Context: an optimization exercise on an open-source flow, tuned for small area, a short achievable clock period and few clock cycles. The choices shown serve that exercise and are no tape-out recipe. At most, simulation tests tie the RTL to the original design; equivalence was not proved. Power figures rest on the tool's default switching activity, not on a simulated workload.

## lane 3
==> module drawLine, before the edit <==
module drawLine
    (
        output logic [18:0] addr  ,
        output logic [31:0] data  ,
        output logic        wr    ,
        input  logic        busy  ,
        input  logic        clk   ,
        input  logic        reset ,
        input  logic        clk_en,
        input  logic        start ,
        output logic        done  ,
        input  logic [31:0] dataa ,
        input  logic [31:0] datab ,
        input  logic  [7:0] n     ,
        output logic [31:0] result
    );
    logic        sa, sb, sc, se, sf, sg, sw, run;   
    logic        single;                            
    logic        first;                             
    logic        steep, sgx, sgy;
    logic [10:0] freg;
    logic  [9:0] cnt;
    wire [9:0] rp = result[9:0];
    wire [9:0] rq = result[29:20];
    wire idle = ~(sa | sb | sc | se | sf | sg | sw | run);
    wire [9:0] x0 = dataa[9:0];
    wire [9:0] y0 = dataa[19:10];
    wire [9:0] x1 = dataa[29:20];
    wire [9:0] y1 = datab[9:0];
    wire       empty = (x0 == x1) && (y0 == y1) && (n != 8'd0);
    logic       cci;
    wire [11:0] ccw = {1'b0, cnt, 1'b1} + {1'b0, ~rq, cci};
    wire        ccout = ccw[11];
    wire  [9:0] cc = ccw[10:1];
    wire        g    = ~freg[10];               
    logic       sbc;                            
    wire        fsel = sbc | g;
    wire        fci  = sb | g;
    wire [10:0] fop  = fsel ? ~{1'b0, rp} : {1'b0, rq};
    wire [11:0] fsw  = {freg, 1'b1} + {fop, fci};
    wire [10:0] fs   = fsw[11:1];
    wire  [9:0] bigD = steep ? rq : cnt;
    logic       mxs, mys;                       
    wire        mx  = g ? ~first : mxs;
    wire        my  = g ? ~first : mys;
    wire        xn  = mx & sgx;
    wire        h0  = my ^ xn;
    wire        h1  = my ? sgy : xn;
    wire        h2  = my ? ~sgy : xn;
    wire [18:0] addend = {{9{h1}}, h2, h1, h0, {6{xn}}, mx}
                       | {2'b00, rp & {10{sb}}, 7'd0}
                       | {9'd0, rq[9:7] & {3{sc}}, 7'd0};
    wire [18:0] asum = addr + addend;
    wire issue = ~busy;
    wire start_e = idle & start;
    wire ev_run  = (sg | run) & issue;           
    wire last    = (cnt == 10'd1);
    wire ev_one  = ((sc & single) | sw) & issue;  
    wire fin     = (ev_run & last) | ev_one;      
    wire fin_ld  = ((sg | run) & last) | (sc & single) | sw;
    wire        en_cnt  = start_e | sc | (sf & steep) | ev_run;
    wire  [9:0] d_cnt   = (sg | run) ? cnt - 10'd1 :
                          sc ? cc ^ {10{sgx}} :
                          sf ? rq : x1;
    wire        en_freg = start_e | sb | sc | sf | sg | (run & issue & ~first);
    wire [10:0] d_freg  = sf ? ~{2'b00, bigD[9:1]} :
                          idle ? {1'b0, y1} : fs;
    wire        en_addr = start_e | sb | sc | (run & issue);
    wire [18:0] d_addr  = idle ? {y0, 2'b00, x0[6:0]} : asum;
    wire        en_rp   = sa | sb | sf | fin_ld;
    wire  [9:0] d_rp    = sa ? y0 : sb ? 10'd0 : sf ? cc ^ {10{steep}} : datab[9:0];
    wire        en_rq   = sa | (sc & ~single) | (sf & steep) | fin_ld;
    wire  [9:0] d_rq    = sa ? x0 : (sc & ~single) ? fs[9:0] ^ {10{freg[10]}} : sf ? cnt : datab[29:20];
    wire        en_col  = sa | fin_ld;
    assign data = {22'd0, result[19:10]};
    always_ff @(posedge clk) begin
        if (reset) begin
            sa     <= 1'b0;
            sb     <= 1'b0;
            sc     <= 1'b0;
            se     <= 1'b0;
            sf     <= 1'b0;
            sg     <= 1'b0;
            sw     <= 1'b0;
            run    <= 1'b0;
            wr     <= 1'b0;
            done   <= 1'b0;
            result <= 32'd0;
        end else if (clk_en) begin
            sa   <= start_e & ~empty;
            sb   <= sa;
            sc   <= sb;
            se   <= sc & ~single;
            sf   <= se;
            sg   <= sf;
            sw   <= ((sc & single) | sw) & ~issue;
            run  <= (sg | run) & ~(issue & last);
            wr   <= ev_run | ev_one;
            done <= (start_e & empty) | fin;
            if (en_rp)  result[9:0]   <= d_rp;
            if (en_col) result[19:10] <= datab[19:10];
            if (en_rq)  result[29:20] <= d_rq;
            if (fin_ld) result[31:30] <= datab[31:30];
        end
    end
    always_ff @(posedge clk) begin
        if (clk_en) begin
            if (start_e) begin
                single <= (n == 8'd0);
            end
            cci <= sa | ((sb | se) & ccout);
            sbc <= sa | sb;
            if (start_e | ev_run)
                first <= start_e;
            if (start_e | (ev_run & first)) begin
                mxs <= ~start_e & ~steep;
                mys <= ~start_e & steep;
            end
            if (sb)
                sgx <= ~ccout;
            if (sc)
                sgy <= freg[10];
            if (se)
                steep <= ~ccout;
            if (en_cnt)
                cnt <= d_cnt;
            if (en_freg)
                freg <= d_freg;
            if (en_addr)
                addr <= d_addr;
        end
    end
endmodule
clock: 6.0 ns
lec_check: 0
abc_clock_period_in_ps: 2500
cap_margin: 20
core_margin: 2
core_utilization: 40
place_density: 0.6
setup_slack_margin: 2.9
slew_margin: 20
standard.sh (not shown) runs the stock make flow with config.mk's settings and CLKGATE_MAP_FILE= SYNTH_SCRIPT=/design/flow/synth_recipe.tcl, a recipe that flattens the netlist after the stock synthesis.
==> flow/flow/run.sh <==
#!/bin/bash
# Standard layout, with the port buffers made of the smallest buffer cell
# (the resizer upsizes them where timing needs it).
set -euo pipefail
export BUFFER_PORTS_ARGS="-buffer_cell sky130_fd_sc_hd__buf_1"
bash standard.sh finish > make_finish.log 2>&1
Relative to lane 3, the following input files were edited for lane 5:
-- flow/design.v --
<<< lane 3, line 15
        output logic [31:0] result
    );
    logic        sa, sb, sc, se, sf, sg, sw, run;   
    logic        single;                            
    logic        first;                             
>>> lane 5, line 15
        output logic [31:0] result
    );
    logic        sb, sc, se, sf, sg, sw, run;   
    logic        single;                            
    logic        first;                             
<<< lane 3, line 23
    wire [9:0] rp = result[9:0];
    wire [9:0] rq = result[29:20];
    wire idle = ~(sa | sb | sc | se | sf | sg | sw | run);
    wire [9:0] x0 = dataa[9:0];
    wire [9:0] y0 = dataa[19:10];
>>> lane 5, line 23
    wire [9:0] rp = result[9:0];
    wire [9:0] rq = result[29:20];
    wire idle = ~(sb | sc | se | sf | sg | sw | run);
    wire [9:0] x0 = dataa[9:0];
    wire [9:0] y0 = dataa[19:10];
<<< lane 3, line 68
    wire        en_addr = start_e | sb | sc | (run & issue);
    wire [18:0] d_addr  = idle ? {y0, 2'b00, x0[6:0]} : asum;
    wire        en_rp   = sa | sb | sf | fin_ld;
    wire  [9:0] d_rp    = sa ? y0 : sb ? 10'd0 : sf ? cc ^ {10{steep}} : datab[9:0];
    wire        en_rq   = sa | (sc & ~single) | (sf & steep) | fin_ld;
    wire  [9:0] d_rq    = sa ? x0 : (sc & ~single) ? fs[9:0] ^ {10{freg[10]}} : sf ? cnt : datab[29:20];
    wire        en_col  = sa | fin_ld;
    assign data = {22'd0, result[19:10]};
    always_ff @(posedge clk) begin
        if (reset) begin
            sa     <= 1'b0;
            sb     <= 1'b0;
            sc     <= 1'b0;
>>> lane 5, line 68
    wire        en_addr = start_e | sb | sc | (run & issue);
    wire [18:0] d_addr  = idle ? {y0, 2'b00, x0[6:0]} : asum;
    wire        go      = start_e & ~empty;
    wire        en_rp   = go | sb | sf | fin_ld;
    wire  [9:0] d_rp    = idle ? y0 : sb ? 10'd0 : sf ? cc ^ {10{steep}} : datab[9:0];
    wire        en_rq   = go | (sc & ~single) | (sf & steep) | fin_ld;
    wire  [9:0] d_rq    = idle ? x0 : (sc & ~single) ? fs[9:0] ^ {10{freg[10]}} : sf ? cnt : datab[29:20];
    wire        en_col  = go | fin_ld;
    assign data = {22'd0, result[19:10]};
    always_ff @(posedge clk) begin
        if (reset) begin
            sb     <= 1'b0;
            sc     <= 1'b0;
<<< lane 3, line 88
            result <= 32'd0;
        end else if (clk_en) begin
            sa   <= start_e & ~empty;
            sb   <= sa;
            sc   <= sb;
            se   <= sc & ~single;
>>> lane 5, line 88
            result <= 32'd0;
        end else if (clk_en) begin
            sb   <= start_e & ~empty;
            sc   <= sb;
            se   <= sc & ~single;
<<< lane 3, line 109
                single <= (n == 8'd0);
            end
            cci <= sa | ((sb | se) & ccout);
            sbc <= sa | sb;
            if (start_e | ev_run)
                first <= start_e;
>>> lane 5, line 108
                single <= (n == 8'd0);
            end
            cci <= go | ((sb | se) & ccout);
            sbc <= go | sb;
            if (start_e | ev_run)
                first <= start_e;
==> run notes <==
Lane 5 ends up with a area overhead of the layout relative to synthesis that is 3.8 points lower than in lane 3. The run showing the greater first-pass GRT wire length is lane 3. Compare lane 3 and lane 5 | power lower: lane 3. Slowest library cell on the worst path: edfxtp_1 -> lane 3, or4b_1 -> lane 5. Summary of lane 5 over lane 3: transition time at the pin with the least slew margin now smaller; wire length after detailed routing now larger; largest voltage drop on the vdd net now smaller; total number of vias now larger. Across lane 3 and lane 5, none had a timing, DRC or antenna violation. Average routed wire per standard cell essentially unchanged between lane 5 and lane 3. Comparing hold slack for lane 3 and lane 5, the bigger number came from lane 5.
Function was not checked in any run of this note: the RTL went through the layout flow alone.

* * *

Another version of the RTL of drawLine (not shown whole).
For scale: roughly 860 cells after synthesis, ~88 flip-flops, about 160 I/O pins, ~7200 um2 of cells after synthesis.
==> module drawLine, before the edit <==
module drawLine
    (
        output logic [18:0] addr  ,
        output logic [31:0] data  ,
        output logic        wr    ,
        input  logic        busy  ,
        input  logic        clk   ,
        input  logic        reset ,
        input  logic        clk_en,
        input  logic        start ,
        output logic        done  ,
        input  logic [31:0] dataa ,
        input  logic [31:0] datab ,
        input  logic  [7:0] n     ,
        output logic [31:0] result
    );
    logic        sa, sb, sc, sd, se, sf, sg, sw, run;   
    logic        single;                            
    logic        first;                             
    logic        steep, sgx, sgy;
    logic [10:0] freg;
    logic  [9:0] cnt;
    wire [9:0] rp = result[9:0];
    wire [9:0] rq = result[29:20];
    wire idle = ~(sa | sb | sc | sd | se | sf | sg | sw | run);
    wire [9:0] x0 = dataa[9:0];
    wire [9:0] y0 = dataa[19:10];
    wire [9:0] x1 = dataa[29:20];
    wire [9:0] y1 = datab[9:0];
    wire       empty = (x0 == x1) && (y0 == y1) && (n != 8'd0);
    wire        cci = sb | (sc & ~sgx) | (sf & ~steep);
    wire [11:0] ccw = {1'b0, cnt, 1'b1} + {1'b0, ~rq, cci};
    wire        ccout = ccw[11];
    wire  [9:0] cc = ccw[10:1];
    wire        g    = ~freg[10];               
    wire        fsel = sb | sc | g;
    wire        fci  = sb | g;
    wire [10:0] fop  = fsel ? ~{1'b0, rp} : {1'b0, rq};
    wire [11:0] fsw  = {freg, 1'b1} + {fop, fci};
    wire [10:0] fs   = fsw[11:1];
    wire  [9:0] bigD = steep ? rq : cnt;
    wire        mx  = ~first & (~steep | g);
    wire        my  = ~first & (steep | g);
    wire        xn  = mx & sgx;
    wire        h0  = my ^ xn;
    wire        h1  = my ? sgy : xn;
    wire        h2  = my ? ~sgy : xn;
    wire [18:0] addend = {{9{h1}}, h2, h1, h0, {6{xn}}, mx}
                       | {2'b00, rp & {10{sb}}, 7'd0}
                       | {9'd0, rq[9:7] & {3{sc}}, 7'd0};
    wire [10:0] alo   = {1'b0, addr[9:0]} + {1'b0, addend[9:0]};
    wire  [8:0] ahi0  = addr[18:10] + addend[18:10];
    wire  [8:0] ahi1  = addr[18:10] + addend[18:10] + 9'd1;
    wire [18:0] asum  = {alo[10] ? ahi1 : ahi0, alo[9:0]};
    wire issue = ~busy;
    wire start_e = idle & start;
    wire ev_run  = (sg | run) & issue;           
    wire last    = (cnt == 10'd1);
    wire ev_one  = ((sc & single) | sw) & issue;  
    wire fin     = (ev_run & last) | ev_one;      
    wire        en_cnt  = start_e | sc | (sf & steep) | ev_run;
    wire  [9:0] d_cnt   = (sg | run) ? cnt - 10'd1 :
                          sc ? cc ^ {10{sgx}} :
                          sf ? rq : x1;
    wire        en_freg = start_e | sb | sc | sf | sg | (run & issue & ~first);
    wire [10:0] d_freg  = sf ? ~{2'b00, bigD[9:1]} :
                          idle ? {1'b0, y1} : fs;
    wire        en_addr = start_e | sb | sc | (run & issue);
    wire [18:0] d_addr  = idle ? {y0, 2'b00, x0[6:0]} : asum;
    wire        en_rp   = sa | sb | sf | fin;
    wire  [9:0] d_rp    = sa ? y0 : sb ? 10'd0 : sf ? cc ^ {10{steep}} : datab[9:0];
    wire        en_rq   = sa | sd | (sf & steep) | fin;
    wire  [9:0] d_rq    = sa ? x0 : sd ? freg[9:0] ^ {10{sgy}} : sf ? cnt : datab[29:20];
    wire        en_col  = sa | fin;
    assign data = {22'd0, result[19:10]};
    always_ff @(posedge clk) begin
        if (reset) begin
            sa     <= 1'b0;
            sb     <= 1'b0;
            sc     <= 1'b0;
            sd     <= 1'b0;
            se     <= 1'b0;
            sf     <= 1'b0;
            sg     <= 1'b0;
            sw     <= 1'b0;
            run    <= 1'b0;
            wr     <= 1'b0;
            done   <= 1'b0;
            result <= 32'd0;
        end else if (clk_en) begin
            sa   <= start_e & ~empty;
            sb   <= sa;
            sc   <= sb;
            sd   <= sc & ~single;
            se   <= sd;
            sf   <= se;
            sg   <= sf;
            sw   <= ((sc & single) | sw) & ~issue;
            run  <= (sg | run) & ~(issue & last);
            wr   <= ev_run | ev_one;
            done <= (start_e & empty) | fin;
            if (en_rp)  result[9:0]   <= d_rp;
            if (en_col) result[19:10] <= datab[19:10];
            if (en_rq)  result[29:20] <= d_rq;
            if (fin)    result[31:30] <= datab[31:30];
        end
    end
    always_ff @(posedge clk) begin
        if (clk_en) begin
            if (start_e) begin
                single <= (n == 8'd0);
            end
            if (start_e | ev_run)
                first <= start_e;
            if (sb)
                sgx <= ~ccout;
            if (sc)
                sgy <= freg[10];
            if (se)
                steep <= ~ccout;
            if (en_cnt)
                cnt <= d_cnt;
            if (en_freg)
                freg <= d_freg;
            if (en_addr)
                addr <= d_addr;
        end
    end
endmodule
export LEC_CHECK = 0
export ABC_CLOCK_PERIOD_IN_PS = 2500
export CAP_MARGIN = 20
export CORE_MARGIN = 2
export CORE_UTILIZATION = 50
export PLACE_DENSITY = 0.65
export SETUP_SLACK_MARGIN = 2.9
export SLEW_MARGIN = 20
create_clock -name core_clock -period 6.0 [get_ports {clk}]
Scripts as last shown in full above: flow/flow/run.sh
The first run completed without violations.
Testbench counts at the start, summed over its fixed seeds: cycles 75,107.
Next try:
--- a/flow/design.v
+++ b/flow/design.v
@@ -13,17 +13,17 @@
         input  logic [31:0] datab ,
         input  logic  [7:0] n     ,
         output logic [31:0] result
     );
-    logic        sa, sb, sc, sd, se, sf, sg, sw, run;   
+    logic        sa, sb, sc, se, sf, sg, sw, run;   
     logic        single;                            
     logic        first;                             
     logic        steep, sgx, sgy;
     logic [10:0] freg;
     logic  [9:0] cnt;
     wire [9:0] rp = result[9:0];
     wire [9:0] rq = result[29:20];
-    wire idle = ~(sa | sb | sc | sd | se | sf | sg | sw | run);
+    wire idle = ~(sa | sb | sc | se | sf | sg | sw | run);
     wire [9:0] x0 = dataa[9:0];
     wire [9:0] y0 = dataa[19:10];
     wire [9:0] x1 = dataa[29:20];
     wire [9:0] y1 = datab[9:0];
@@ -68,18 +68,17 @@
     wire        en_addr = start_e | sb | sc | (run & issue);
     wire [18:0] d_addr  = idle ? {y0, 2'b00, x0[6:0]} : asum;
     wire        en_rp   = sa | sb | sf | fin;
     wire  [9:0] d_rp    = sa ? y0 : sb ? 10'd0 : sf ? cc ^ {10{steep}} : datab[9:0];
-    wire        en_rq   = sa | sd | (sf & steep) | fin;
-    wire  [9:0] d_rq    = sa ? x0 : sd ? freg[9:0] ^ {10{sgy}} : sf ? cnt : datab[29:20];
+    wire        en_rq   = sa | (sc & ~single) | (sf & steep) | fin;
+    wire  [9:0] d_rq    = sa ? x0 : (sc & ~single) ? fs[9:0] ^ {10{freg[10]}} : sf ? cnt : datab[29:20];
     wire        en_col  = sa | fin;
     assign data = {22'd0, result[19:10]};
     always_ff @(posedge clk) begin
         if (reset) begin
             sa     <= 1'b0;
             sb     <= 1'b0;
             sc     <= 1'b0;
-            sd     <= 1'b0;
             se     <= 1'b0;
             sf     <= 1'b0;
             sg     <= 1'b0;
             sw     <= 1'b0;
@@ -90,10 +89,9 @@
         end else if (clk_en) begin
             sa   <= start_e & ~empty;
             sb   <= sa;
             sc   <= sb;
-            sd   <= sc & ~single;
-            se   <= sd;
+            se   <= sc & ~single;
             sf   <= se;
             sg   <= sf;
             sw   <= ((sc & single) | sw) & ~issue;
             run  <= (sg | run) & ~(issue & last);
Result: The changed run completed with no timing, DRC or antenna violations. Flip-flop and latch count went down by 1. Synthesized cell count drops slightly. Critical path depth is higher by 2. Register-to-register slack gets better by 0.14 ns. Power went up slightly. Global-route usage hardly moves. Fmax came out higher by a few percent. Worst setup slack is better by 0.14 ns.
For the second run of this note, only the layout was checked, not whether the RTL still works.

==> what the ideal ports hide <==
Ports are ideal in the flow. The routed layouts listed here were re-timed in OpenROAD. Step 1 (the two cells are an assumption about what drives the block):
set clk [get_ports {clk}]
set_driving_cell -lib_cell sky130_fd_sc_hd__clkbuf_16 $clk
set_driving_cell -lib_cell sky130_fd_sc_hd__buf_2 [delete_from_list [all_inputs] $clk]
Step 2 adds t to the input delays and takes it off the output delays; t is the mean of the earliest and latest rising clock arrival at the registers after step 1. Input paths then give back, and output paths get back, about the clock's delay inside the block. Three values: no drivers, after step 1, after step 2; two values: the first two.
run | t, ns | slack for setup (ns) | latest minus earliest clock arrival (ns) | slew at the worst register clock pin (ns)
lane 3 | 0.405 | 2.696 / 2.696 / 2.696 | 0.010 / 0.010 | 0.08 / 0.08
lane 5 | 0.398 | 2.838 / 2.838 / 2.621 | 0.012 / 0.012 | 0.08 / 0.08
the first run of note 2 | 0.400 | 2.656 / 2.656 / 2.656 | 0.008 / 0.008 | 0.08 / 0.08
the second run of note 2 | 0.396 | 2.798 / 2.798 / 2.769 | 0.011 / 0.012 | 0.07 / 0.07
After both steps setup and hold are still met in every run listed. The setup slack of lane 5, which loses most, moves by 0.000 ns with the drivers and by -0.217 ns with both steps.
